Context: an optimization exercise on an open-source flow, tuned for small area. The choices shown serve that exercise and are no tape-out recipe.
The RTL of this run was laid out without a check of its function.

`config.mk`:
```
export PLATFORM = sky130hd
export DESIGN_NAME = traditional_systolic_stw
export DESIGN_NICKNAME = traditional_systolic_stw
export VERILOG_FILES = /design/flow/design.v
export SDC_FILE = /design/flow/constraint.sdc
export NUM_CORES = 4
export LEC_CHECK = 0
export CAP_MARGIN = 20
export CORE_MARGIN = 2
export CORE_UTILIZATION = 40
export GPL_ROUTABILITY_DRIVEN = 1
export SLEW_MARGIN = 20
```
`constraint.sdc`:
```
create_clock -name core_clock -period 16.0 [get_ports {clk}]
set_input_delay 3.2000 -clock core_clock [delete_from_list [all_inputs] [get_ports {clk}]]
set_output_delay 3.2000 -clock core_clock [all_outputs]
set_load 0.01 [all_outputs]
```
`design.v`:
```
module traditional_mac_stw
#(
    parameter WORD_SIZE = 16
)(
    clk,
    rst,
    fsm_op2_select_in,   
    fsm_out_select_in,   
    stat_bit_in,   
        fault_inject,
        STW_test_load_en,
        STW_mult_op1,
        STW_mult_op2,
        STW_add_op,
        STW_expected,
        STW_start,
        STW_complete,
        STW_result_out,
    left_in,
    top_in, 
    right_out,
    bottom_out
);
input clk;
input rst;
input fsm_op2_select_in;
input fsm_out_select_in;
input stat_bit_in;
    input [1:0] fault_inject;
    wire [WORD_SIZE-1:0] stuck_at = (fault_inject[1]) ? {WORD_SIZE{1'b1}} : {WORD_SIZE{1'b0}};
input [WORD_SIZE - 1: 0] left_in;
input [WORD_SIZE - 1: 0] top_in;
output [WORD_SIZE - 1: 0] right_out;
output [WORD_SIZE - 1: 0] bottom_out;
wire [255:0] tie_low;
assign tie_low = {WORD_SIZE{1'b0}};
reg [WORD_SIZE - 1: 0] stationary_operand_reg;
reg [WORD_SIZE - 1: 0] top_in_reg;
reg [WORD_SIZE - 1: 0] left_in_reg;
reg [WORD_SIZE - 1: 0] accumulator_reg;
wire [WORD_SIZE - 1: 0] adder_out; 
wire [WORD_SIZE - 1: 0] mult_op2_mux_out;
wire [WORD_SIZE - 1: 0] add_op2_mux_out;
assign right_out = left_in_reg;
assign bottom_out = (fsm_out_select_in == 1'b0) ? {tie_low[WORD_SIZE - 1: 0] | top_in_reg} : accumulator_reg;
    input [WORD_SIZE-1:0] STW_mult_op1;
    input [WORD_SIZE-1:0] STW_mult_op2;
    input [WORD_SIZE-1:0] STW_add_op;
    input [WORD_SIZE-1:0] STW_expected;
    input STW_test_load_en;
    input STW_start;
    output reg STW_complete;
    output reg STW_result_out;
    reg [WORD_SIZE-1:0] STW_mult_op1_reg;
    reg [WORD_SIZE-1:0] STW_mult_op2_reg;
    reg [WORD_SIZE-1:0] STW_add_op_reg;
    reg [WORD_SIZE-1:0] STW_expected_reg;
    parameter STW_IDLE = 'h0;
    parameter STW_RUNNING ='h1;
    reg stw_en;
    reg state;
    always @(posedge clk, posedge rst) begin
        if (rst) begin
            STW_complete <= 'b1;
            stw_en <= 'b0;
            STW_result_out <= 1'b1;
            state <= STW_IDLE;
        end else begin
            case (state)
                STW_IDLE: begin
                    if (STW_start) begin
                        STW_complete <= 'b0;
                        stw_en <= 'b1;
                        state <= STW_RUNNING;
                    end
                end
                STW_RUNNING: begin
                    STW_complete <= 1'b1;
                    stw_en <= 'b0;
                    STW_result_out <= (STW_expected_reg == adder_out);
                    state <= STW_IDLE;
                end
                default: begin
                    stw_en <= 'b0;
                    state <= STW_IDLE;
                end
            endcase
        end
    end
    always @(posedge clk, posedge rst) begin
        if (rst) begin
            STW_expected_reg <= 'd0;
            STW_mult_op1_reg <= 'd0;
            STW_mult_op2_reg <= 'd0;
            STW_add_op_reg <= 'd0;
        end
        else if (STW_test_load_en) begin
            STW_expected_reg <= STW_expected;
            STW_mult_op1_reg <= STW_mult_op1;
            STW_mult_op2_reg <= STW_mult_op2;
            STW_add_op_reg <= STW_add_op;
        end
    end
wire [WORD_SIZE - 1: 0] multiplier_out;
    reg [WORD_SIZE - 1: 0] stw_multiplier_reg;
    always @(negedge clk) begin
        if (stw_en) begin
            stw_multiplier_reg <= STW_mult_op1_reg * STW_mult_op2_reg;
        end
    end
        assign multiplier_out = (fault_inject[0]) ? stuck_at : (stw_en ? stw_multiplier_reg : left_in_reg * mult_op2_mux_out);
    assign adder_out = multiplier_out + (stw_en ? STW_add_op_reg : add_op2_mux_out);
assign mult_op2_mux_out = (stat_bit_in == 1'b1) ? stationary_operand_reg : top_in_reg;
assign add_op2_mux_out = (stat_bit_in == 1'b1) ? top_in_reg : accumulator_reg;
always @(posedge clk, posedge rst)
begin
     if(rst == 1'b1)
     begin
        top_in_reg <= tie_low[WORD_SIZE - 1: 0]; 
        left_in_reg <= tie_low[WORD_SIZE - 1: 0]; 
     end
     else
     begin 
    if (!stw_en) begin
        left_in_reg <= left_in;
        top_in_reg <= top_in;
    end
     end
end
always @(posedge clk, posedge rst)
begin
    if(rst == 1'b1)
    begin
        accumulator_reg <= tie_low [WORD_SIZE - 1: 0]; 
        stationary_operand_reg <= tie_low [WORD_SIZE - 1: 0]; 
    end
    else
    begin
        if (fsm_op2_select_in == 1'b1)
        begin
            stationary_operand_reg <= top_in;
        end
        if (!stw_en) begin
            accumulator_reg <= adder_out;
        end
    end
end
endmodule
module traditional_systolic_stw
#(
    parameter ROWS = 4,
    parameter COLS = 4,
    parameter WORD_SIZE = 16
) (
    clk,
    rst,
    ctl_stat_bit_in, 
    ctl_dummy_fsm_op2_select_in,
    ctl_dummy_fsm_out_select_in,
        fault_inject_bus,
        STW_mult_op1,
        STW_mult_op2,
        STW_add_op,
        STW_expected,
        STW_test_load_en,
        STW_start,
        STW_complete_out,
        STW_result_mat,
    left_in_bus,
    top_in_bus,
    bottom_out_bus,
    right_out_bus
);
input clk;
input rst;
input [ROWS * WORD_SIZE - 1: 0] left_in_bus;
input [COLS * WORD_SIZE - 1: 0] top_in_bus;
output [COLS * WORD_SIZE - 1: 0] bottom_out_bus;
output [ROWS * WORD_SIZE - 1: 0] right_out_bus;
input ctl_stat_bit_in; 
input ctl_dummy_fsm_op2_select_in;
input ctl_dummy_fsm_out_select_in;
    input [(ROWS * COLS * 2) - 1:0] fault_inject_bus;  
    input [WORD_SIZE-1:0] STW_mult_op1;
    input [WORD_SIZE-1:0] STW_mult_op2;
    input [WORD_SIZE-1:0] STW_add_op;
    input [WORD_SIZE-1:0] STW_expected;
    input STW_test_load_en;
    input STW_start;
    output STW_complete_out;
    output [(ROWS*COLS)-1:0] STW_result_mat;  
wire [ROWS * COLS * WORD_SIZE - 1: 0] hor_interconnect;
wire [COLS * ROWS * WORD_SIZE - 1: 0] ver_interconnect;
wire [(ROWS*COLS)-1:0] STW_complete;
assign STW_complete_out = &STW_complete;
genvar r, c;
generate
for (r = 0; r < ROWS; r = r + 1) begin : right_out_genblk
    assign right_out_bus[(r+1) * WORD_SIZE - 1 -: WORD_SIZE] = hor_interconnect[r * COLS * WORD_SIZE + COLS * WORD_SIZE - 1 -: WORD_SIZE];
end 
for (c  = 0; c < COLS; c = c + 1) begin : bottom_out_genblk
    assign bottom_out_bus[(c+1) * WORD_SIZE - 1 -: WORD_SIZE] = ver_interconnect[(ROWS * c + ROWS) * WORD_SIZE - 1 -: WORD_SIZE];
end
for(r = 0; r < ROWS; r = r+1) begin : mac_row_genblk
    for(c = 0; c < COLS; c = c+1) begin : mac_col_genblk
        localparam VERTICAL_SIGNAL_OFFSET = (c * ROWS + (r+1)) * WORD_SIZE;
        localparam HORIZONTAL_SIGNAL_OFFSET = (r * COLS + (c+1)) * WORD_SIZE;
        if ((r == 0) && (c==0))
        begin : rc
            traditional_mac_stw #(
                .WORD_SIZE(WORD_SIZE)
            ) u_mac(
                .clk(clk),
                .rst(rst),
                .fsm_op2_select_in(ctl_dummy_fsm_op2_select_in),
                .fsm_out_select_in(ctl_dummy_fsm_out_select_in),
                .stat_bit_in(ctl_stat_bit_in),
                    .fault_inject(fault_inject_bus[(c*ROWS+r)*2 +: 2]),
                    .STW_test_load_en(STW_test_load_en),
                    .STW_mult_op1(STW_mult_op1),
                    .STW_mult_op2(STW_mult_op2),
                    .STW_add_op(STW_add_op),
                    .STW_expected(STW_expected),
                    .STW_start(STW_start),
                    .STW_complete(STW_complete[(r*COLS)+c]),
                    .STW_result_out(STW_result_mat[(r*COLS)+c]),
                .left_in(left_in_bus[(r+1) * WORD_SIZE -1 -: WORD_SIZE]),
                .top_in(top_in_bus[(c+1) * WORD_SIZE - 1 -: WORD_SIZE]),
                .right_out(hor_interconnect[HORIZONTAL_SIGNAL_OFFSET - 1 -: WORD_SIZE]),
                .bottom_out(ver_interconnect[VERTICAL_SIGNAL_OFFSET -1 -: WORD_SIZE])
            );
        end
        else if (c==0)
        begin : rc
            localparam TOP_PEER_OFFSET = (c * ROWS + r) * WORD_SIZE;
            traditional_mac_stw #(
                .WORD_SIZE(WORD_SIZE)
            ) u_mac(
                .clk(clk),
                .rst(rst),
                .fsm_op2_select_in(ctl_dummy_fsm_op2_select_in),
                .fsm_out_select_in(ctl_dummy_fsm_out_select_in),
                .stat_bit_in(ctl_stat_bit_in),
                    .fault_inject(fault_inject_bus[(c*ROWS+r)*2 +: 2]),
                    .STW_test_load_en(STW_test_load_en),
                    .STW_mult_op1(STW_mult_op1),
                    .STW_mult_op2(STW_mult_op2),
                    .STW_add_op(STW_add_op),
                    .STW_expected(STW_expected),
                    .STW_start(STW_start),
                    .STW_complete(STW_complete[(r*COLS)+c]),
                    .STW_result_out(STW_result_mat[(r*COLS)+c]),
                .left_in(left_in_bus[(r+1) * WORD_SIZE -1 -: WORD_SIZE]),
                .top_in(ver_interconnect[TOP_PEER_OFFSET -1 -: WORD_SIZE]),
                .right_out(hor_interconnect[HORIZONTAL_SIGNAL_OFFSET -1 -: WORD_SIZE]),
                .bottom_out(ver_interconnect[VERTICAL_SIGNAL_OFFSET -1 -: WORD_SIZE])
            );
        end
        else if (r==0)
        begin : rc
            localparam LEFT_PEER_OFFSET = (r * COLS + c) * WORD_SIZE;
            traditional_mac_stw #(
                .WORD_SIZE(WORD_SIZE)
            ) u_mac(
                .clk(clk),
                .rst(rst),
                .fsm_op2_select_in(ctl_dummy_fsm_op2_select_in),
                .fsm_out_select_in(ctl_dummy_fsm_out_select_in),
                .stat_bit_in(ctl_stat_bit_in),
                    .fault_inject(fault_inject_bus[(c*ROWS+r)*2 +: 2]),
                    .STW_test_load_en(STW_test_load_en),
                    .STW_mult_op1(STW_mult_op1),
                    .STW_mult_op2(STW_mult_op2),
                    .STW_add_op(STW_add_op),
                    .STW_expected(STW_expected),
                    .STW_start(STW_start),
                    .STW_complete(STW_complete[(r*COLS)+c]),
                    .STW_result_out(STW_result_mat[(r*COLS)+c]),
                .left_in(hor_interconnect[LEFT_PEER_OFFSET - 1 -: WORD_SIZE]),
                .top_in(top_in_bus[(c+1) * WORD_SIZE - 1 -: WORD_SIZE]),
                .right_out(hor_interconnect[HORIZONTAL_SIGNAL_OFFSET -1 -: WORD_SIZE]),
                .bottom_out(ver_interconnect[VERTICAL_SIGNAL_OFFSET -1 -: WORD_SIZE])
            );
        end
        else
        begin : rc
            localparam TOP_PEER_OFFSET =  (c * ROWS + r)  * WORD_SIZE;
            localparam LEFT_PEER_OFFSET = (r * COLS + c) * WORD_SIZE;
            traditional_mac_stw #(
                .WORD_SIZE(WORD_SIZE)
            ) u_mac(
                .clk(clk),
                .rst(rst),
                .fsm_op2_select_in(ctl_dummy_fsm_op2_select_in),
                .fsm_out_select_in(ctl_dummy_fsm_out_select_in),
                .stat_bit_in(ctl_stat_bit_in),
                    .fault_inject(fault_inject_bus[(c*ROWS+r)*2 +: 2]),
                    .STW_test_load_en(STW_test_load_en),
                    .STW_mult_op1(STW_mult_op1),
                    .STW_mult_op2(STW_mult_op2),
                    .STW_add_op(STW_add_op),
                    .STW_expected(STW_expected),
                    .STW_start(STW_start),
                    .STW_complete(STW_complete[(r*COLS)+c]),
                    .STW_result_out(STW_result_mat[(r*COLS)+c]),
                .left_in(hor_interconnect[LEFT_PEER_OFFSET - 1 -: WORD_SIZE]),
                .top_in(ver_interconnect[TOP_PEER_OFFSET -1 -: WORD_SIZE]),
                .right_out(hor_interconnect[HORIZONTAL_SIGNAL_OFFSET -1 -: WORD_SIZE]),
                .bottom_out(ver_interconnect[VERTICAL_SIGNAL_OFFSET -1 -: WORD_SIZE])
            );
        end
    end
end
endgenerate
endmodule
```
`run.sh`:
```
#!/bin/bash
# synth_recipe.tcl (not shown) runs the flow's synth.tcl, then flattens the netlist and writes it again
# the make line also repeats each setting of config.mk as NAME=value (left out here)
make -C /OpenROAD-flow-scripts/flow DESIGN_CONFIG=/design/flow/config.mk WORK_HOME=/design/flow/orfs CLKGATE_MAP_FILE= SYNTH_SCRIPT=/design/flow/synth_recipe.tcl finish
```
==> run notes <==
==> path summary, 6_finish.rpt <==
kind                       from        end  slack, ns  depth (start not counted)
setup / recovery           flop       flop       1.76                         21
hold / removal             flop       flop       0.48                          2
setup reg to reg           flop       flop       1.76                         21
hold reg to reg            flop       flop       0.48                          2
max in group asynchronous   rst  async pin      10.25                          5
min in group asynchronous   rst  async pin       2.85                          2
==> cell families after synthesis <==
kind of cell / Yosys count / share of synthesized area
simple gates: 4142 / 0.137
xor+xnor: 1096 / 0.0665
buf+inv: 3083 / 0.0812
flops: 1408 / 0.245
compound gates: 1802 / 0.0730
fa+ha+maj: 2449 / 0.275
mux: 1666 / 0.123
==> layer usage <==
metal / vias to the layer above / share of wire
met1: 56600 / 0.42
li1: 50600 / -
met3: 757 / 0.071
met5: - / 0.00011
met2: 3850 / 0.46
met4: 8 / 0.046
==> metrics by stage <==
step,instances,setup WS [ns]
5_1_grt,20900,1.40
6_report,20900,1.76
3_5_place_dp,20300,1.70
3_3_place_gp,20300,1.33
2_1_floorplan,15600,-3.08
4_1_cts,20900,1.66
==> cell usage after synthesis (99+ instances only) <==
| cell type | instances | area [sq um] |
|---|---|---|
| inv_1 | 2199 | 8250 |
| nand2_1 | 1589 | 5960 |
| fa_1 | 1376 | 27500 |
| mux2_2 | 1239 | 14000 |
| dfrtp_1 | 1120 | 28000 |
| ha_1 | 1073 | 13400 |
| and2_1 | 797 | 4990 |
| xnor2_1 | 763 | 6680 |
| o21ai_0 | 648 | 3240 |
| nor2b_1 | 628 | 3930 |
| clkbuf_1 | 602 | 2260 |
| nor2_1 | 551 | 2070 |
| a21oi_1 | 466 | 2330 |
| mux2i_1 | 408 | 4080 |
| xor2_1 | 305 | 2670 |
| edfxtp_1 | 256 | 7690 |
| nand2b_1 | 187 | 1170 |
| buf_1 | 155 | 582 |
| a211oi_1 | 141 | 1060 |
| nor3_1 | 117 | 586 |
| a21o_1 | 99 | 743 |
==> area by class of cell <==
class / count / area [sq um] / share of cell area
flip-flops and latches: 1408 / 36700 / 0.223
inverters: 2204 / 8280 / 0.0504
diodes: 39 / 97.6 / 0.000594
clock inverters: 362 / 2060 / 0.0125
repair buffers: 558 / 5310 / 0.0323
clock buffers: 225 / 5050 / 0.0307
well taps: 4972 / 6220 / 0.0379
multi-input cells: 11200 / 101000 / 0.613
==> critical path, stage by stage (launching register included) <==
cell      delay (ns)
dfrtp_1         0.57
and2_1          0.26
fa_1            0.54
inv_1           0.06
fa_1            0.53
inv_1           0.04
ha_1            0.18
fa_1            0.48
inv_1           0.05
fa_1            0.52
inv_1           0.05
fa_1            0.43
ha_1            0.35
o21ai_0         0.14
a21oi_1         0.30
o21a_1          0.16
nor2_1          0.07
o21bai_1        0.16
a21oi_1         0.13
o21ai_0         0.32
xnor2_2         0.15
buf_4           0.47
==> results by group <==
STA
  – Worst slew margin: 0.228
  – Fin Setup TNS: 0 ns
  – Max-slew violations: 0
  – Final Hold Viols: 0
  – Setup Viol. Count Final: 0
  – WHS: 0.485 ns
  – RSZ-0062 raised after global routing: false
  – Clock skew: 0.0903 ns
  – Slew at the pin closest to its max-slew limit: 1.13 ns

Final layout
  – Filler Cells Inserted: 36100
  – Area growth from synthesis to final layout: 10.2%
  – Finished Cell Area: 164000 sq um
  – Nets: 18400
  – Most frequent cells in the layout: 2454 x inv_1, 1589 x nand2_1, 1375 x fa_1
  – Share of cells above drive strength 1: 0.121
  – Final core occ: 0.442
  – Most common cell after layout, fill and taps aside: inv_1

Placed design
  – PortBufs: 375
  – Routability congestion estimate: 0.937
  – Area post-placement: 157000 sq um
  – HPWL Detailed: 369 mm

Logic synthesis
  – EDFF count, synth: 256
  – Post-synth cell types: 91
  – Synth warn: 1
  – Yosys reg bits: 1408
  – Post-Syn Area: 149000 sq um
  – Post-synth top flop: dfrtp_1
  – FFs w/ async S/R, synth: 0.818
  – Synth Net Count: 18300
  – Sequential area share after synthesis: 0.245
  – Syn Area/Cell: 9.54 sq um
  – Syn Inst Count: 15600

Routing
  – DRC viols: 0
  – DRT Pass-1 Iters: 6
  – Iter 0 DRT Violations: 9705
  – WL/cell: 24.0 um
  – Post-route ant nets: 0
  – DR vias: 112000
  – Post-DR vias/cell: 5.34
  – Final wirelength: 503 mm

Die
  – I/O Pins: 376
  – Die area: 378000 sq um
  – Initial Util: 0.401
  – Core box area: 372000 sq um
  – Overall die height: 615 um
  – Rows: 224
  – Die W: 615 um

Global route
  – Overall routing resource usage: 0.264
  – Largest net degree at the start of global routing: 157
  – Vias in the first global route: 111000
  – GR Util met2: 0.422
  – Grt peak-use layer: met2
  – Initial antenna violation count: 59
  – GR Util met1: 0.359
  – Met3 Track Usage GR: 0.0342
  – Total congestion overflow: 0
  – First-pass GRT wire length: 745 mm

Clock tree
  – Clock Path Buffers: 4
  – CTS tree: built
  – Post-CTS Repair Setup Buffers: 0
  – Root Buffer: clkbuf_16
  – Post_cts resized: 0
  – Clock latency on the worst-skew pair: 0.94 ns
  – H-tree lvl count: 4
  – # hold bufs at CTS: 0
  – CTS clk-pin slew, worst paths: 0.06 ns
  – # clock sinks: 1408
  – Num CTS Buffers: 179

Critical path
  – Endpoint class of the critical path: flop
  – Crit Path Class: flop to flop
  – Req. time, crit path: 8.59 ns
  – Arrival time at the worst endpoint: 6.83 ns
  – Top fanout value on the critical path: 17
  – Nature of the critical path startpoint: flop

Flow run
  – Max-Cap Viols: 0

Min path
  – Type of the worst min-delay path: flop to flop

Run status
  – Outcome: finished clean
